From an optimization exercise on the open Yosys and OpenROAD flow, aimed at small area and a short achievable clock period; shortcuts taken in it are not production practice. No activity file was given, so power comes from the tool's default toggle rates.

==> module fpu, before the edit <==
module fpu #(
    parameter WIDTH = 24
)(
    input   logic clk,
    input   wire logic [WIDTH - 1:0] a,
    input   wire logic [WIDTH - 1:0] b,
    input   wire logic [3:0]         opcode,
    output  logic [WIDTH - 1:0] result
);
    wire       abig  = a[22:0] > b[22:0];
    wire [3:0] dab   = a[18:15] - b[18:15];
    logic [23:0] a1, b1;
    logic [3:0]  op1;
    logic        abig1;
    logic [3:0]  sh1;      
    logic        ha1, hb1;  
    always_ff @(posedge clk) begin
        a1    <= a;
        b1    <= b;
        op1   <= opcode;
        abig1 <= abig;
        sh1   <= abig ? dab : 4'd0 - dab;
        ha1   <= a[22:15] != 8'd0;
        hb1   <= b[22:15] != 8'd0;
    end
    wire is_as   = (op1 == 4'b0000) || (op1 == 4'b0100);
    wire is_max  = (op1 == 4'b0001);
    wire is_min  = (op1 == 4'b0010);
    wire is_fl   = (op1 == 4'b1000);
    wire is_ce   = (op1 == 4'b1001);
    wire is_mul  = (op1 == 4'b0011);
    wire is_abs  = (op1 == 4'b0101);
    wire is_neg  = (op1 == 4'b0110);
    wire        sa = a1[23];
    wire [7:0]  ea = a1[22:15];
    wire [14:0] fa = a1[14:0];
    wire        sb = b1[23];
    wire [7:0]  eb = b1[22:15];
    wire [14:0] fb = b1[14:0];
    wire [15:0] ma     = {ha1, fa};
    wire [15:0] mb     = {hb1, fb};
    wire        sbx    = sb ^ op1[2];
    wire [15:0] maxm   = abig1 ? ma : mb;
    wire [15:0] minm   = abig1 ? mb : ma;
    wire [7:0]  maxe   = abig1 ? ea : eb;
    wire [15:0] shm    = minm >> sh1;
    wire        effsub = sa ^ sbx;
    wire        ssign  = abig1 ? sa : sbx;
    wire [16:0] sum;
    wire        sum_co;
    fp_add17 u_add (.x({1'b0, maxm}), .y({1'b0, effsub ? ~shm : shm}), .ci(effsub),
                    .s(sum), .co(sum_co));
    wire        a_gt = (sa == sb) ? (abig1 ^ sa) : sb;
    wire [23:0] mm   = (a_gt ^ is_min) ? a1 : b1;
    wire [22:0] th;
    genvar k;
    generate for (k = 0; k < 23; k = k + 1) begin : g_th
        assign th[k] = ea >= 8'(128 + k);
    end endgenerate
    wire [14:0] fmask;     
    wire [14:0] cm;        
    wire [14:0] hm;        
    generate for (k = 0; k < 15; k = k + 1) begin : g_masks
        assign fmask[k] = th[14 - k];
        assign cm[k]    = th[8 + k];
        assign hm[k]    = th[22 - k];
    end endgenerate
    wire [14:0] rf   = fa & fmask;
    wire        fhf  = |(fa & ~fmask);
    wire        frz  = ~|rf;
    wire        lt1  = ~th[0] & (ea != 8'd127);
    wire        fup  = sa & fhf;
    wire [23:0] fl_r = {sa, lt1 ? 8'd0 : (fup & frz) ? ea + 8'd1 : ea,
                        rf[14:1], rf[0] | (fup & ~frz)};
    wire        chf  = ~th[22] & |(fa & cm);
    wire [14:0] cx   = fa | ~hm;
    wire [15:0] cpa;                       
    assign cpa[0] = 1'b1;
    generate for (k = 0; k < 15; k = k + 1) begin : g_cpa
        assign cpa[k + 1] = cpa[k] & cx[k];
    end endgenerate
    wire [23:0] ce_r = ~chf ? a1 :
                       sa   ? {1'b1, ea, fa & ~cm} :
                              {1'b0, ea + {7'd0, cpa[15]}, fa ^ (hm & cpa[14:0])};
    wire [23:0] pass_r =
        (is_max | is_min) ? mm :
        is_fl  ? fl_r :
        is_ce  ? ce_r :
        is_abs ? {1'b0, a1[22:0]} :
        is_neg ? {~sa, a1[22:0]} :
        (sa ? 24'hbf8000 : 24'h3f8000);
    wire [31:0] r0, r1;
    fp_mul_tree u_tree (.fa(fa), .fb(fb), .r0(r0), .r1(r1));
    wire        lo_co;     
    fp_cy10 u_lo (.x(r0[9:0]), .y(r1[9:0]), .co(lo_co));
    wire [8:0]  sum9  = {1'b0, ea} + {1'b0, eb};
    wire [8:0]  e9    = sum9 - 9'd127;
    wire        mzero = ~ha1 || ~hb1 || (sum9 < 9'd128);
    wire        movf  = sum9 >= 9'd382;
    wire        meq   = sum9 == 9'd381;
    wire        msign = sa ^ sb;
    logic        k_mul, k_as, k_sub;
    logic [56:0] d2;
    always_ff @(posedge clk) begin
        k_mul <= is_mul;
        k_as  <= is_as;
        k_sub <= effsub;
        if (is_mul)
            d2 <= {meq, movf, mzero, msign, e9[7:0], lo_co, r1[31:10], r0[31:10]};
        else if (is_as)
            d2 <= {31'd0, ssign, maxe, sum};
        else
            d2 <= {33'd0, pass_r};
    end
    wire [16:0] m  = d2[16:0];
    wire [7:0]  me = d2[24:17];
    wire        ms = d2[25];
    logic [3:0] lz;
    always_comb begin
        lz = 4'd15;
        for (int i = 0; i < 16; i++)
            if (m[i]) lz = 4'(15 - i);
    end
    wire [15:0] nsh   = m[15:0] << lz;
    wire [23:0] add_r = m[16] ? {ms, me + 8'd1, m[15:1]} : {ms, me, m[14:0]};
    wire [23:0] sub_r = (m[15:0] == 16'd0) ? {ms, 23'd0} : {ms, me - {4'd0, lz}, nsh[14:0]};
    wire [21:0] ps;                        
    wire        ps_co;
    fp_add22 u_cpa (.x(d2[21:0]), .y(d2[43:22]), .ci(d2[44]),
                    .s(ps), .co(ps_co));
    wire [16:0] p     = ps[21:5];          
    wire [7:0]  pe0   = d2[52:45];
    wire [7:0]  pe1   = d2[52:45] + 8'd1;
    wire [7:0]  pe    = p[16] ? pe1 : pe0;
    wire [14:0] pm    = p[16] ? p[15:1] : p[14:0];
    wire        povf  = d2[55] | (d2[56] & p[16]);
    wire [23:0] mul_r = d2[54] ? 24'd0 : povf ? 24'h7f8000 : {d2[53], pe, pm};
    always_ff @(posedge clk) begin
        if (k_mul)
            result <= mul_r;
        else if (k_as)
            result <= k_sub ? sub_r : add_r;
        else
            result <= d2[23:0];
    end
endmodule
Settings: LEC_CHECK=0, CAP_MARGIN=20, CORE_MARGIN=2, CORE_UTILIZATION=40, SETUP_SLACK_MARGIN=5, SLEW_MARGIN=20, SYNTH_HIERARCHICAL=1, SYNTH_MINIMUM_KEEP_SIZE=0; clock period 8.5 ns.
run.sh (not shown) runs the stock make flow with config.mk's settings and CLKGATE_MAP_FILE= SYNTH_SCRIPT=/design/flow/synth_recipe.tcl, a recipe that flattens the netlist after the stock synthesis.
The baseline completed with no timing, DRC or antenna violations.
Rerun with:
--- a/flow/design.v
+++ b/flow/design.v
@@ -803,24 +803,25 @@
     input   wire logic [WIDTH - 1:0] a,
     input   wire logic [WIDTH - 1:0] b,
     input   wire logic [3:0]         opcode,
     output  logic [WIDTH - 1:0] result
 );
     wire       abig  = a[22:0] > b[22:0];
+    wire       egt   = a[22:15] > b[22:15];
     wire [3:0] dab   = a[18:15] - b[18:15];
     logic [23:0] a1, b1;
     logic [3:0]  op1;
     logic        abig1;
     logic [3:0]  sh1;      
     logic        ha1, hb1;  
     always_ff @(posedge clk) begin
         a1    <= a;
         b1    <= b;
         op1   <= opcode;
         abig1 <= abig;
-        sh1   <= abig ? dab : 4'd0 - dab;
+        sh1   <= egt ? dab : 4'd0 - dab;    
         ha1   <= a[22:15] != 8'd0;
         hb1   <= b[22:15] != 8'd0;
     end
     wire is_as   = (op1 == 4'b0000) || (op1 == 4'b0100);
     wire is_max  = (op1 == 4'b0001);
     wire is_min  = (op1 == 4'b0010);
@@ -894,24 +895,28 @@
     wire [8:0]  sum9  = {1'b0, ea} + {1'b0, eb};
     wire [8:0]  e9    = sum9 - 9'd127;
     wire        mzero = ~ha1 || ~hb1 || (sum9 < 9'd128);
     wire        movf  = sum9 >= 9'd382;
     wire        meq   = sum9 == 9'd381;
     wire        msign = sa ^ sb;
+    wire        is_pass = ~is_mul & ~is_as;
+    wire [56:0] d2_mul  = {meq, movf, mzero, msign, e9[7:0], lo_co, r1[31:10], r0[31:10]};
+    wire [56:0] d2_as   = {31'd0, ssign, maxe, sum};
+    wire [56:0] d2_pass = {33'd0, pass_r & {24{is_pass}}};
+    wire [56:0] d2_in;
+    generate for (k = 0; k < 26; k = k + 1) begin : g_d2
+        fp_sel u_sel (.sa(is_as), .a(d2_as[k]), .sb(is_mul), .b(d2_mul[k]), .c(d2_pass[k]), .y(d2_in[k]));
+    end endgenerate
+    assign d2_in[56:26] = d2_mul[56:26];
     logic        k_mul, k_as, k_sub;
     logic [56:0] d2;
     always_ff @(posedge clk) begin
         k_mul <= is_mul;
         k_as  <= is_as;
         k_sub <= effsub;
-        if (is_mul)
-            d2 <= {meq, movf, mzero, msign, e9[7:0], lo_co, r1[31:10], r0[31:10]};
-        else if (is_as)
-            d2 <= {31'd0, ssign, maxe, sum};
-        else
-            d2 <= {33'd0, pass_r};
+        d2    <= d2_in;
     end
     wire [16:0] m  = d2[16:0];
     wire [7:0]  me = d2[24:17];
     wire        ms = d2[25];
     logic [3:0] lz;
     always_comb begin
@@ -930,15 +935,19 @@
     wire [7:0]  pe0   = d2[52:45];
     wire [7:0]  pe1   = d2[52:45] + 8'd1;
     wire [7:0]  pe    = p[16] ? pe1 : pe0;
     wire [14:0] pm    = p[16] ? p[15:1] : p[14:0];
     wire        povf  = d2[55] | (d2[56] & p[16]);
     wire [23:0] mul_r = d2[54] ? 24'd0 : povf ? 24'h7f8000 : {d2[53], pe, pm};
+    wire [23:0] as_r = k_sub ? sub_r : add_r;
+    wire [23:0] pass3 = d2[23:0] & {24{~k_mul & ~k_as}};
+    wire [23:0] res_in;
+    generate for (k = 0; k < 24; k = k + 1) begin : g_res
+        fp_sel u_sel (.sa(k_as), .a(as_r[k]), .sb(k_mul), .b(mul_r[k]), .c(pass3[k]), .y(res_in[k]));
+    end endgenerate
     always_ff @(posedge clk) begin
-        if (k_mul)
-            result <= mul_r;
-        else if (k_as)
-            result <= k_sub ? sub_r : add_r;
-        else
-            result <= d2[23:0];
+        result <= res_in;
     end
 endmodule
+module fp_sel (input wire sa, input wire a, input wire sb, input wire b, input wire c, output wire y);
+    assign y = (sa & a) | (sb & b) | c;
+endmodule
Clock skew hardly moves; combinational power came out higher by 17%; power came out higher by 14%; clock power came out lower by about 0.9%; final area came out lower by 2.7%; final cell count came out lower by 2.9%.
Function was not checked in any run of this note: the RTL went through the layout flow alone.

-- afterwards: timing with drivers on the ports --
The results above use ideal ports. As a check the final layouts listed here were re-extracted and re-timed, cells and wires unchanged. Step 1: set_driving_cell puts a clkbuf_16 on clk and a buf_2 on each other input, an assumption about the parent block. Step 2 times the ports against the registers' clock, not the clock port: input delays grow and output delays shrink by t, the midpoint of the rising clock arrivals with the driver on. Three values: ideal ports, drivers, drivers and shift; two values: the first two.
run | t (ns) | setup WS [ns] | worst hold slack (ns) | worst setup path at the end | latest minus earliest clock arrival (ns)
the first run | 0.530 | 4.545 / 4.545 / 4.531 | 0.523 / 0.523 / 0.523 | input to register | 0.014 / 0.014
the second run | 0.503 | 4.908 / 4.908 / 4.578 | 0.613 / 0.613 / 0.613 | input to register | 0.012 / 0.012
After both steps every run listed still meets setup and hold. The setup slack of the second run, which loses most, moves by 0.000 ns with the drivers and by -0.330 ns with both steps.
